From an optimization exercise on the open Yosys and OpenROAD flow, aimed at small area, a short achievable clock period and few clock cycles; shortcuts taken in it are not production practice. Only simulation tests tie the RTL to the original design; equivalence was not proved.

<file path="flow/run.sh">
#!/bin/bash
# synth_recipe.tcl (not shown) runs the flow's synth.tcl, then flattens the netlist and writes it again
# the make line also repeats each setting of config.mk as NAME=value (left out here)
make -C /OpenROAD-flow-scripts/flow DESIGN_CONFIG=/design/flow/config.mk WORK_HOME=/design/flow/orfs CLKGATE_MAP_FILE= SYNTH_SCRIPT=/design/flow/synth_recipe.tcl finish
</file>
<file path="flow/config.mk">
export PLATFORM = sky130hd
export DESIGN_NAME = cpu
export DESIGN_NICKNAME = cpu
export VERILOG_FILES = /design/flow/design.v
export SDC_FILE = /design/flow/constraint.sdc
export NUM_CORES = 4
export LEC_CHECK = 0
export CAP_MARGIN = 20
export CORE_MARGIN = 2
export CORE_UTILIZATION = 30
export PLACE_DENSITY = 0.5
export SLEW_MARGIN = 20
</file>
<file path="flow/constraint.sdc">
create_clock -name core_clock -period 14.0 [get_ports {clk}]
set_input_delay 2.8000 -clock core_clock [delete_from_list [all_inputs] [get_ports {clk}]]
set_output_delay 2.8000 -clock core_clock [all_outputs]
set_load 0.01 [all_outputs]
</file>
<file path="flow/design.v">
module alu(
    input logic [31:0] reg1, reg2,
    input logic [4:0] alu_op,
    output logic [31:0] result
);   
localparam ADD = 5'd0,
           SUB = 5'd1,
           AND = 5'd2,
           OR  = 5'd3,
           XOR = 5'd4,
           SLOG = 5'd5,
           SARI = 5'd6,
           ILTU = 5'd7,
           ILT = 5'd8,  
           EQ  = 5'd9,
           NEQ = 5'd10,
           ADDI= 5'd11,
           ANDI= 5'd12,
           ORI = 5'd13,
           XORI= 5'd14,
           SLOGI= 5'd15,
           SARII= 5'd16,
           ILTUI= 5'd17,
           ILTI = 5'd18,
           EQI = 5'd19,
           NEQI= 5'd20,
           LW = 5'd21,
           SW = 5'd22,
           BT = 5'd23,
           BF = 5'd24,
           JAL = 5'd25,
           JALR = 5'd26,
           LI = 5'd27,
           LUI = 5'd28,
           AUITPC = 5'd29,
           ECALL = 5'd30,
           EBREAK = 5'd31;
    always_comb begin 
            case(alu_op)
                ADD, ADDI,JALR: result = reg1 + reg2;
                SUB: result = reg1 - reg2;
                AND, ANDI: result = reg1 & reg2;
                OR, ORI: result = reg1 | reg2;
                XOR, XORI: result = reg1 ^ reg2;
                SLOG, SLOGI: result = $signed(reg2) > 0 ? $signed(reg1) >> reg2 : $signed(reg1) << ($signed(reg2)*-1);
                SARI, SARII: result = $signed(reg2) > 0 ? $signed(reg1) >>> reg2 : $signed(reg1) <<< ($signed(reg2)*-1);
                ILTU, ILTUI: result = {31'b0, reg1 < reg2};
                ILT, ILTI: result = {31'b0, $signed(reg1) < $signed(reg2)};
                EQI, EQ, BF: result = {31'b0, reg1 == reg2};
                NEQI, NEQ, BT: result = {31'b0, reg1 != reg2};
                default: result = reg1;
            endcase
    end
endmodule
module reg_file (
    input logic clk,
    input logic reset,
    input logic [4:0] rd1_addr,
    input logic [4:0] rd2_addr,
    input logic [4:0] wr_addr,
    input logic [31:0] wr_data,
    input logic write_en,
    output logic [31:0] rd1_data,
    output logic [31:0] rd2_data
);
assign rd1_data = rd1_addr == 0 ? 32'b0 : rd1_addr == wr_addr & write_en ? wr_data : registers[rd1_addr];
assign rd2_data = rd2_addr == 0 ? 32'b0 : rd2_addr == wr_addr & write_en ? wr_data : registers[rd2_addr];
logic [31:0] registers [31:0];
always_ff @(posedge clk or posedge reset) begin
    if (reset) begin
        for (int i = 0; i < 32; i++) begin
            registers[i] <= 32'b0;
        end
    end else if (write_en) begin
        registers[wr_addr] <= wr_data;
    end
end
endmodule
module Branch_Prediction_Unit(
    input logic clk,
    input logic stall,
    input logic halted,
    input logic [4:0] opcode,
    input logic [16:0] branch_target,
    output logic [16:0] predicted_offset,
    output logic [16:0] not_predicted_offset
);
localparam ADD = 5'd0,
           SUB = 5'd1,
           AND = 5'd2,
           OR  = 5'd3,
           XOR = 5'd4,
           SLOG = 5'd5,
           SARI = 5'd6,
           ILTU = 5'd7,
           ILT = 5'd8,  
           EQ  = 5'd9,
           NEQ = 5'd10,
           ADDI= 5'd11,
           ANDI= 5'd12,
           ORI = 5'd13,
           XORI= 5'd14,
           SLOGI= 5'd15,
           SARII= 5'd16,
           ILTUI= 5'd17,
           ILTI = 5'd18,
           EQI = 5'd19,
           NEQI= 5'd20,
           LW = 5'd21,
           SW = 5'd22,
           BT = 5'd23,
           BF = 5'd24,
           JAL = 5'd25,
           JALR = 5'd26,
           LI = 5'd27,
           LUI = 5'd28,
           AUITPC = 5'd29,
           ECALL = 5'd30,
           EBREAK = 5'd31;
logic [16:0] not_predicted_offset_ID;
    always_ff @(posedge clk) begin  
    if (stall | halted) begin
        not_predicted_offset <= not_predicted_offset;
    end else begin
        if (opcode == JAL) begin  
            not_predicted_offset <= not_predicted_offset_ID - branch_target + 17'd1;
        end else begin
            not_predicted_offset <= not_predicted_offset_ID;
        end
    end
end
always_comb begin
    if (opcode == BT || opcode == BF) begin
        if ($signed(branch_target) >= 0) begin  
            predicted_offset = 17'd1;
            not_predicted_offset_ID = branch_target - 17'd2;
        end else begin
            predicted_offset = branch_target;
            not_predicted_offset_ID = 17'd0 - branch_target;
        end
    end else if (opcode == JAL) begin
        predicted_offset = branch_target;
        not_predicted_offset_ID = 17'd0;
    end else begin
        predicted_offset = 17'd1;
        not_predicted_offset_ID = 17'd0;
    end
end
endmodule
module Execute_To_Memory(
    input logic clk,
    input logic reset,
    input logic halted,
    input logic [31:0] alu_result_in,
    input logic [16:0] memaddr_in,
    input logic [4:0] rd_in,
    input logic [4:0] alu_op_in,
    output logic [31:0] alu_result_out,
    output logic [16:0] memaddr_out,
    output logic [4:0] rd_out,
    output logic [4:0] alu_op_out
);
    always_ff @(posedge clk, posedge reset) begin
        if (reset) begin
            alu_result_out <= 32'b0;
            memaddr_out <= 17'b0;
            rd_out <= 5'b0;
            alu_op_out <= 5'b0;
        end else if (!halted) begin
            alu_result_out <= alu_result_in;
            memaddr_out <= memaddr_in;
            rd_out <= rd_in;
            alu_op_out <= alu_op_in;
        end else begin
            alu_result_out <= alu_result_out;
            memaddr_out <= memaddr_out;
            rd_out <= rd_out;
            alu_op_out <= alu_op_out;
        end
    end
endmodule
module Decode_To_Execute(
    input logic clk,
    input logic reset,
    input logic stall,
    input logic flush,
    input logic halted,
    input logic [31:0] operand1_in,
    input logic [31:0] operand2_in,
    input logic [4:0] rd_in,
    input logic [4:0] alu_op_in,
    output logic [31:0] operand1_out,
    output logic [31:0] operand2_out,
    output logic [4:0] alu_op_out,
    output logic [4:0] rd_out
);
    always_ff @(posedge clk,posedge reset) begin
        if (reset) begin
            operand1_out <= 32'b0;
            operand2_out <= 32'b0;
            alu_op_out <= 5'b0;
            rd_out <= 5'b0;
        end else if (flush) begin
            operand1_out <= 32'b0;
            operand2_out <= 32'b0;
            alu_op_out <= 5'b0;
            rd_out <= 5'b0;
        end else if (halted) begin
            operand1_out <= operand1_out;
            operand2_out <= operand2_out;
            alu_op_out <= alu_op_out;
            rd_out <= rd_out;
        end else if (!stall) begin
            operand1_out <= operand1_in;
            operand2_out <= operand2_in;
            alu_op_out <= alu_op_in;
            rd_out <= rd_in;
        end else begin
            operand1_out <= 32'b0;
            operand2_out <= 32'b0;
            alu_op_out <= 5'b0;
            rd_out <= 5'b0;
        end
    end
endmodule
module Hazard_unit(
    input logic clk,
    input logic [4:0] decode_reg1,
    input logic [4:0] decode_reg2,
    input logic [4:0] execute_reg_check,  
    input logic [4:0] memory_reg,
    input logic [4:0] writeback_reg,
    input logic [31:0] memory_data,
    input logic [31:0] writeback_data,
    input logic [4:0] opcode,
    input logic halted,
    output logic hazard1,
    output logic hazard2,
    output logic [31:0] forward_data1,
    output logic [31:0] forward_data2,
    output logic stall
);
localparam ADD = 5'd0,
           SUB = 5'd1,
           AND = 5'd2,
           OR  = 5'd3,
           XOR = 5'd4,
           SLOG = 5'd5,
           SARI = 5'd6,
           ILTU = 5'd7,
           ILT = 5'd8,  
           EQ  = 5'd9,
           NEQ = 5'd10,
           ADDI= 5'd11,
           ANDI= 5'd12,
           ORI = 5'd13,
           XORI= 5'd14,
           SLOGI= 5'd15,
           SARII= 5'd16,
           ILTUI= 5'd17,
           ILTI = 5'd18,
           EQI = 5'd19,
           NEQI= 5'd20,
           LW = 5'd21,
           SW = 5'd22,
           BT = 5'd23,
           BF = 5'd24,
           JAL = 5'd25,
           JALR = 5'd26,
           LI = 5'd27,
           LUI = 5'd28,
           AUITPC = 5'd29,
           ECALL = 5'd30,
           EBREAK = 5'd31;
    logic [4:0] execute_reg1;
    logic [4:0] execute_reg2;
    logic [4:0] mem_opcode;
    logic [4:0] wb_opcode;
    always_ff @(posedge clk) begin
        if(halted) begin
        execute_reg1 <= execute_reg1;
        execute_reg2 <= execute_reg2;
        mem_opcode <= mem_opcode;
        wb_opcode <= wb_opcode;
        end else if(!stall) begin
        execute_reg1 <= decode_reg1;
        execute_reg2 <= decode_reg2;
        mem_opcode <= opcode;
        wb_opcode <= mem_opcode;
        end else begin
        execute_reg1 <= execute_reg1;
        execute_reg2 <= execute_reg2;
        mem_opcode <= opcode;
        wb_opcode <= mem_opcode;
        end
    end
    always_comb begin
        if (memory_reg != 0 && memory_reg == execute_reg1 && mem_opcode != SW && mem_opcode != BT && mem_opcode != BF && mem_opcode != EBREAK) begin
            forward_data1 = memory_data;
            hazard1 = 1'b1;
        end else if (writeback_reg != 0 && writeback_reg == execute_reg1 && wb_opcode != SW && wb_opcode != BT && wb_opcode != BF && wb_opcode != EBREAK) begin
            forward_data1 = writeback_data;
            hazard1 = 1'b1;
        end else begin
            forward_data1 = 32'b0;
            hazard1 = 1'b0;
        end
        if(memory_reg != 0 && memory_reg == execute_reg2 && mem_opcode != SW && mem_opcode != BT && mem_opcode != BF && mem_opcode != EBREAK) begin
            forward_data2 = memory_data;
            hazard2 = 1'b1;
        end else if (writeback_reg != 0 && writeback_reg == execute_reg2 && wb_opcode != SW && wb_opcode != BT && wb_opcode != BF && wb_opcode != EBREAK) begin
            forward_data2 = writeback_data;
            hazard2 = 1'b1;
        end else begin
            forward_data2 = 32'b0;
            hazard2 = 1'b0;
        end
        if(((opcode == LW) | (opcode == LI) | (opcode == LUI)) & 
           ((execute_reg_check == decode_reg1) | (execute_reg_check == decode_reg2))) begin
            stall = 1'b1;
        end else begin
            stall = 1'b0;
        end
    end
endmodule
module pc_mem (
    input logic clk,
    input logic reset,
    input logic flush,
    input logic halted,
    input logic stall,
    input logic [31:0] mem_data,  
    output logic [31:0] read_data
);
    always_ff @(posedge clk or posedge reset) begin
        if (reset) begin
            read_data <= 32'h0000;
        end else if (flush) begin
            read_data <= 32'h0000;
        end else if (!stall & !halted) begin
            read_data <= mem_data;
        end else begin
            read_data <= read_data;
        end
    end
endmodule
module cpu(
    input logic clk,
    input logic reset,
    output logic [12:0] imem_addr,
    input logic [31:0] imem_rdata,
    output logic [16:0] dmem_addr,
    output logic dmem_we,
    output logic [31:0] dmem_wdata,
    input logic [31:0] dmem_rdata,
    output logic halted
);
localparam START_OF_PROGRAM = 13'h0000;
localparam RAM_SIZE = 131072;
localparam PC_SIZE = 8192;   
localparam ADD = 5'd0,
           SUB = 5'd1,
           AND = 5'd2,
           OR  = 5'd3,
           XOR = 5'd4,
           SLOG = 5'd5,
           SARI = 5'd6,
           ILTU = 5'd7,
           ILT = 5'd8,  
           EQ  = 5'd9,
           NEQ = 5'd10,
           ADDI= 5'd11,
           ANDI= 5'd12,
           ORI = 5'd13,
           XORI= 5'd14,
           SLOGI= 5'd15,
           SARII= 5'd16,
           ILTUI= 5'd17,
           ILTI = 5'd18,
           EQI = 5'd19,
           NEQI= 5'd20,
           LW = 5'd21,
           SW = 5'd22,
           BT = 5'd23,
           BF = 5'd24,
           JAL = 5'd25,
           JALR = 5'd26,
           LI = 5'd27,
           LUI = 5'd28,
           AUITPC = 5'd29,
           ECALL = 5'd30,
           EBREAK = 5'd31;
localparam R_TYPE = 5'd10;
logic [12:0] pc;
logic [31:0] instruction;
logic [31:0] operand1;
logic [31:0] operand2;
logic [4:0] alu_op;
logic [4:0] rd;
logic [31:0] alu_result;
logic [16:0] memaddr;
logic [31:0] memdata;
logic [31:0] writeback_data;
logic [31:0] writeback_data_in;
logic [4:0] writeback_regaddr;
logic [4:0] writeback_regaddr_in;
logic [31:0] reg_read_addr1;
logic [31:0] reg_read_addr2;
logic [31:0] reg_read_addr3;
logic write_en_in;
logic write_en;
logic [31:0] operand1_in;
logic [31:0] operand2_in;
logic hazard1;
logic hazard2;
logic [31:0] forward_data1;
logic [31:0] forward_data2;
logic [4:0] mem_alu_op;
logic [31:0] decode_result1;
logic [31:0] decode_result2;
logic stall;
logic flush;
logic [16:0] predicted_offset;
logic [16:0] not_predicted_offset;
logic [12:0] pc_ID;
logic [12:0] pc_EX;
logic debug;
logic [12:0] addr;
logic [31:0] RAM_read_data;
logic [31:0] mem_data_out;
logic [4:0] writeback_op;
    assign addr = flush ? (alu_op == JALR ? alu_result[12:0] : pc - 1 + not_predicted_offset ): pc - 1 + predicted_offset;  
alu alu_inst(
    .reg1(operand1),
    .reg2(operand2),
    .alu_op(alu_op),
    .result(alu_result)
);
reg_file reg_file_inst(
    .clk(clk),
    .reset(reset),
    .write_en(write_en),
    .wr_addr(writeback_regaddr), 
    .wr_data(writeback_data), 
    .rd1_addr(instruction[4:0] != SW  ? instruction[14:10] : instruction[9:5]),  
    .rd2_addr(instruction[19:15]),
    .rd1_data(reg_read_addr1),
    .rd2_data(reg_read_addr2)
);
Hazard_unit hazard_unit_inst(
    .clk(clk),
    .decode_reg1(instruction[4:0] != SW ?instruction[14:10] : instruction[9:5]),  
    .decode_reg2(instruction[4:0] <= R_TYPE ? instruction[19:15] : 5'b0),  
    .execute_reg_check(rd),
    .memory_reg(writeback_regaddr_in),
    .writeback_reg(writeback_regaddr),
    .memory_data(memdata),
    .writeback_data(writeback_data),
    .hazard1(hazard1),
    .hazard2(hazard2),
    .forward_data1(forward_data1),
    .forward_data2(forward_data2),
    .opcode(alu_op),
    .stall(stall),
    .halted(halted)
);
Branch_Prediction_Unit branch_prediction_unit_inst(
    .clk(clk),
    .stall(stall),
    .opcode(instruction[4:0]),
    .branch_target(instruction[31:15]),
    .predicted_offset(predicted_offset),
    .not_predicted_offset(not_predicted_offset),
    .halted(halted)
);
assign imem_addr = addr;
pc_mem pc_mem_inst(
    .clk(clk),
    .reset(reset),
    .flush(flush),
    .halted(halted),
    .stall(stall),
    .mem_data(imem_rdata),
    .read_data(instruction)
);
Decode_To_Execute decode_to_execute_inst(
    .clk(clk),
    .reset(reset),
    .stall(stall),
    .flush(flush),
    .operand1_in(operand1_in), 
    .operand2_in(operand2_in), 
    .rd_in(instruction[9:5]),
    .alu_op_in(instruction[4:0]),  
    .operand1_out(decode_result1),
    .operand2_out(decode_result2),
    .alu_op_out(alu_op),   
    .rd_out(rd),
    .halted(halted)
);
Execute_To_Memory execute_to_memory_inst(
    .clk(clk),
    .reset(reset),
    .alu_result_in(alu_op != JAL && alu_op != JALR ? alu_result : pc_EX), 
    .rd_in(rd),
    .memaddr_in(operand2[16:0]),
    .alu_op_in(alu_op),
    .alu_result_out(memdata), 
    .memaddr_out(memaddr),         
    .rd_out(writeback_regaddr_in),
    .alu_op_out(mem_alu_op),
    .halted(halted)
);
always_ff @(posedge clk, posedge reset) begin
    if (reset) begin
        pc <= START_OF_PROGRAM;
    end else if (flush) begin
        if(alu_op == JALR) begin
            pc <= alu_result[12:0];
        end else begin
            pc <= pc + not_predicted_offset;
        end
    end else if (stall | halted) begin
        pc <= pc;
    end else begin
        pc <= pc + predicted_offset;
    end
end
always_ff @(posedge clk) begin
    if (!stall & !halted) begin
        pc_ID <= addr + 1;  
        pc_EX <= pc_ID;
    end else begin
        pc_ID <= pc_ID;
        pc_EX <= pc_EX;
    end
end
always_comb begin   
    operand2_in = (instruction[4:0] <= R_TYPE ? reg_read_addr2 : (instruction[4:0] == ADDI | instruction[4:0] == ILT | instruction[4:0] == ILTI | instruction[4:0] == SLOG | instruction[4:0] == SLOGI | instruction[4:0] == SARI | instruction[4:0] == SARII | instruction[4:0] == BT | instruction[4:0] == BF | instruction[4:0] == JALR) & instruction[31] == 1 ? {{15{1'b1}},instruction[31:15]} : {{15{1'b0}},instruction[31:15]});
    operand1_in = reg_read_addr1;
end
assign operand1 = hazard1 ? forward_data1 : decode_result1;
assign operand2 = (alu_op == BT | alu_op == BF) ? 32'b0 : hazard2 ? forward_data2 : decode_result2;
always_comb begin
    if(alu_op == JALR) begin
        flush = 1'b1;
    end else if((alu_op == BT | alu_op == BF)) begin
        if(decode_result2[31] ^ alu_result[0]) begin  
            flush = 1'b1;
        end else begin
            flush = 1'b0;
        end
    end else begin
        flush = 1'b0;
    end
end
always_ff @(posedge clk or posedge reset) begin
    if(reset) begin
        debug <= 1'b0;
    end else if (alu_op == EBREAK) begin
        debug <= 1'b1;
    end else begin
        debug <= debug;
    end
end
always_ff @(posedge clk) begin
    writeback_op <= mem_alu_op;
    if(!halted) begin
        write_en <= (mem_alu_op == SW | mem_alu_op == BT | mem_alu_op == BF | mem_alu_op == EBREAK) ? 1'b0 : 1'b1;
        writeback_regaddr <= writeback_regaddr_in;
        if (mem_alu_op == SW) begin
            mem_data_out <= 32'b0;
        end else if(mem_alu_op == LI) begin
            mem_data_out <= {{15{1'b0}},memaddr};
        end else if(mem_alu_op == LUI) begin
            mem_data_out <= {memaddr[14:0],17'b0};
        end else begin
            mem_data_out <= memdata;
        end
    end
    else begin
        write_en <= write_en;
        writeback_regaddr <= writeback_regaddr;
        mem_data_out <= mem_data_out;
        writeback_op <= writeback_op;
    end
end
assign RAM_read_data = dmem_rdata;
assign dmem_addr = memaddr;
assign dmem_wdata = memdata;
assign dmem_we = (mem_alu_op == SW) & !halted;
assign writeback_data = (writeback_op == LW) ? RAM_read_data : mem_data_out;
assign halted = debug;
endmodule
</file>
==> key figures <==
Cells and area
  • Net count of the finished layout: 8,583
  • Number of filler cells placed in the layout: 25,142
  • Register Area: 32,370 sq um
  • Area used by multi-input combinational logic: 39,250 sq um
  • Final cell area excluding filler cells: ~85,000 sq um
  • Non-Filler Instances: 11,688
  • Area growth from synthesis to final layout: 15.37%
  • Share of final-layout standard cells stronger than drive strength 1: between 9 and 10%

Route
  • Final antenna-violating net count: 0
  • Drt initial violations: 13,026
  • Number of detailed-routing iterations run before antenna repair: 10
  • Total vias in the final route: ~76,000
  • Detail-routed via count per cell: 6.505
  • Routed length per instance: 35.69 um
  • Remaining design rule violation count: 0
  • Total length of routed wires: ~420 mm

Timing
  • Worst hold slack after final layout: around 420 ps
  • Final hold vios: 0
  • Max-slew headroom at the worst pin: a little over a tenth
  • Clock period minus worst slack: 12,750 ps
  • Slew Viols, Final: 0
  • Setup repair after global routing missed its margin: no
  • Worst setup margin: 1245 ps
  • Final count of negative-setup-slack endpoints: 0
  • Maximum frequency from static timing analysis: between 70 and 80 MHz
  • Setup skew after layout: around 55 ps
  • Worst Max-Slew Pin Slew: 1339 ps
  • Final worst-path cycle share: 91.11%

Clock network
  • Worst skew pair latency: around 880 ps
  • Clock Tree Buf Depth: 3
  • TritonCTS Buffers: 147
  • Number of buffers inserted by hold repair at cts: 0
  • TritonCTS clock tree: done
  • Clock-pin transition on the worst setup and hold timing paths: about 60 ps
  • Total number of H-tree levels: 4
  • Number of buffers added for setup after CTS: 0
  • Sink count of the clock tree: ~1,300
  • Post-CTS resize count: 0
  • Clk Tree Root Cell: sky130_fd_sc_hd__clkbuf_16

Synth
  • Mean post-synth cell area: approximately 8.7 sq um
  • Syn. warnings: 9
  • Fraction of post-synthesis cell area in the top cell type by area: 39.62%
  • Synthesized area: 73,970 sq um
  • Top cells by area, synth: sky130_fd_sc_hd__dfrtp_1, sky130_fd_sc_hd__a21oi_1, sky130_fd_sc_hd__nor2_1
  • Synth Flop Type: sky130_fd_sc_hd__dfrtp_1
  • Post-synthesis cell type with the largest combined area: sky130_fd_sc_hd__dfrtp_1
  • Yosys cell types: 100
  • Post-synthesis sequential area ratio: 43.76%
  • Fraction of registers with async set or reset after synthesis: just over 90%
  • Most frequent cell after synthesis: sky130_fd_sc_hd__dfrtp_1
  • Post-Synthesis Net Count: 8,742
  • Number of flops mapped to enable cells by yosys: 102
  • Post-synth top cells: sky130_fd_sc_hd__dfrtp_1, sky130_fd_sc_hd__a21oi_1, sky130_fd_sc_hd__nor2_1, sky130_fd_sc_hd__nand2_1, sky130_fd_sc_hd__o21ai_0
  • Synthesized flop and latch total: ~1,300
  • Instance count of the mapped netlist: 8,492

Placed design
  • Number of cells in the design after placement: 11,396
  • Placed instance area: 80,090 sq um
  • Port bufs: 129
  • Worst-case setup slack after placement: 1373 ps
  • GP Congestion: slightly below 1
  • Half-perimeter wire length after detailed placement: about 260 mm

Global route
  • Antenna violations before repair: 40
  • Global-route usage over all layers: 32.25%
  • Via count of the first global-routing pass: 70,926
  • Total global routing overflow: 0
  • Global-route wire length before repair: 575.2 mm
  • Pin count of the biggest net entering global routing: 160

Floorplan
  • I/O pins: 130
  • Horizontal extent of the die: 500.5 um
  • Core ar.: 245,500 sq um
  • Vertical die dimension: 500.5 um
  • Initial core utilization: 30.13%
  • Die Footprint: between 200,000 and 300,000 sq um
  • Site Rows: 182

Flow run
  • Count of maximum capacitance violations: 0

Min path
  • Hold crit path type: flip-flop to flip-flop

Critical path
  • Data arrival time at the worst-slack endpoint: 9950 ps
  • CP Launch Type: input pin
  • Worst path required time: 11,200 ps
  • Worst-path fanout max: 34
  • Critical Path End Type: output pin
  • Category of the critical setup timing path: input pin to output pin

Run status
  • Status: finished clean
[layout make-up]
class	instances	share of cell area, %
Clock inverter	59	0.9589
Clock buffer	201	4.881
Antenna cell	24	0.07038
Sequential cell	1273	37.93
Multi-Input combinational cell	6278	45.99
Timing Repair Buffer	455	4.649
Inverter	178	0.7947
Tap cell	3220	4.721
[sequential cells by signal (all words and copies together) (netlist names), 13 cells and up]
name                                              cells
mem_data_out                                         32
branch_prediction_unit_inst.not_predicted_offset     13
reg_file_inst.registers                             992
execute_to_memory_inst.memaddr_out                   17
decode_to_execute_inst.operand2_out                  32
pc                                                   13
pc_EX                                                13
decode_to_execute_inst.operand1_out                  32
pc_ID                                                13
execute_to_memory_inst.alu_result_out                32
pc_mem_inst.read_data                                32
[layout by cell type (no fill, tap or decap), types with 43 or more instances in the layout]
cell and count:
sky130_fd_sc_hd__a21o_1 57, sky130_fd_sc_hd__a21oi_1 1027, sky130_fd_sc_hd__a221oi_1 308, sky130_fd_sc_hd__a22o_1 225
sky130_fd_sc_hd__a22oi_1 369, sky130_fd_sc_hd__buf_4 310, sky130_fd_sc_hd__clkbuf_16 150, sky130_fd_sc_hd__clkdlybuf4s50_1 129
sky130_fd_sc_hd__dfrtp_1 1169, sky130_fd_sc_hd__edfxtp_1 102, sky130_fd_sc_hd__ha_1 175, sky130_fd_sc_hd__inv_1 164
sky130_fd_sc_hd__mux2_2 70, sky130_fd_sc_hd__mux2i_1 153, sky130_fd_sc_hd__nand2_1 843, sky130_fd_sc_hd__nand3_1 128
sky130_fd_sc_hd__nand4_1 158, sky130_fd_sc_hd__nor2_1 911, sky130_fd_sc_hd__nor2_4 71, sky130_fd_sc_hd__nor3_1 95
sky130_fd_sc_hd__o211ai_1 58, sky130_fd_sc_hd__o21ai_0 706, sky130_fd_sc_hd__o22ai_1 50, sky130_fd_sc_hd__o31ai_1 43
sky130_fd_sc_hd__xnor2_1 100, sky130_fd_sc_hd__xor2_1 44
[critical path, stage by stage]
cell and delay (ps):
sky130_fd_sc_hd__clkdlybuf4s50_1 640, sky130_fd_sc_hd__mux2i_4 120, sky130_fd_sc_hd__buf_4 290, sky130_fd_sc_hd__nor2_1 150, sky130_fd_sc_hd__a21oi_1 70, sky130_fd_sc_hd__o21a_1 290, sky130_fd_sc_hd__ha_1 280, sky130_fd_sc_hd__fa_1 460
sky130_fd_sc_hd__o21bai_1 160, sky130_fd_sc_hd__a21oi_1 140, sky130_fd_sc_hd__o21bai_1 160, sky130_fd_sc_hd__a21o_1 170, sky130_fd_sc_hd__a21oi_1 130, sky130_fd_sc_hd__o211ai_1 290, sky130_fd_sc_hd__a41o_1 270, sky130_fd_sc_hd__nand2_1 100
sky130_fd_sc_hd__o211ai_1 460, sky130_fd_sc_hd__mux2i_1 470, sky130_fd_sc_hd__nand2_1 120, sky130_fd_sc_hd__a211o_1 370, sky130_fd_sc_hd__o2111ai_4 190, sky130_fd_sc_hd__o211a_4 490, sky130_fd_sc_hd__nor2_1 90, sky130_fd_sc_hd__a21oi_1 220
sky130_fd_sc_hd__xnor2_1 110, sky130_fd_sc_hd__a21boi_1 250, sky130_fd_sc_hd__clkdlybuf4s50_1 600
[through the flow]
stage / TNS, ps / util [%]
floorplan: -5819990 / -
global placement: 0 / 32.60
detailed placement: 0 / 32.63
CTS: 0 / 34.66
global route: 0 / 34.74
finish: 0 / 34.76
[cell families after synthesis]
kind of cell | share of synthesized area (%)
multiplexers | 3.765
XOR/XNOR | 1.729
adder cells (fa/ha/maj) | 3.184
AND/OR/NAND/NOR | 14.35
buffers and inverters | 4.907
other | 0.005070
flip-flops | 43.76
AO/OA/AOI/OAI | 28.30
[path summary, 6_finish.rpt]
| kind | from | endpoint | slack [ps] | cells past startpoint |
|---|---|---|---|---|
| max in group asynchronous | reset | execute_to_memory_inst.memaddr_out[12]$_DFFE_PP0N_ | 8860 | 5 |
| min reg2reg | pc_ID[7]$_DFFE_PP_ | pc_EX[7]$_DFFE_PP_ | 420 | 0 |
| max reg2reg | writeback_op[3]$_DFFE_PN_ | decode_to_execute_inst.operand2_out[23]$_DFFE_PP0P_ | 3930 | 26 |
| min | pc_ID[7]$_DFFE_PP_ | pc_EX[7]$_DFFE_PP_ | 420 | 0 |
| min in group asynchronous | reset | reg_file_inst.registers[16][20]$_DFFE_PP0P_ | 2430 | 2 |
| max | dmem_rdata[0] | imem_addr[12] | 1250 | 27 |
[per-layer routing]
| metal | GRT usage (%) | vias up | wire length, um |
|---|---|---|---|
| li1 | - | 31000 | - |
| met1 | 43.67 | 37502 | 168400 |
| met2 | 44.65 | 6066 | 167800 |
| met3 | 11.20 | 1421 | 54670 |
| met4 | 17.29 | 40 | 25910 |
| met5 | 0.2894 | - | 353 |
Testbench counts, summed over its fixed seeds: cycles 54,533.

-- afterwards: timing with drivers on the ports --
The flow's constraints put no driver on any port. The routed layout listed below was extracted and timed again, unchanged, in two steps.
Step 1: set_driving_cell puts a clkbuf_16 on clk and a buf_2 on each other input, an assumption about the parent block.
Step 2, shift: input delay + t, output delay - t, t = (earliest + latest rising clock arrival at the registers) / 2. This alone moves slack from input paths to output paths.
Three values: no drivers, after step 1, after step 2; two values: the first two.
shift t [ns]: 0.941
setup WS [ns]: 1.245 / 1.215 / 1.215
hold slack, ns: 0.418 / 0.418 / 0.418
worst setup path after step 2: input to output
After both steps this run still meets setup and hold. The setup slack of this run moves by -0.030 ns with the drivers and by -0.030 ns with both steps.
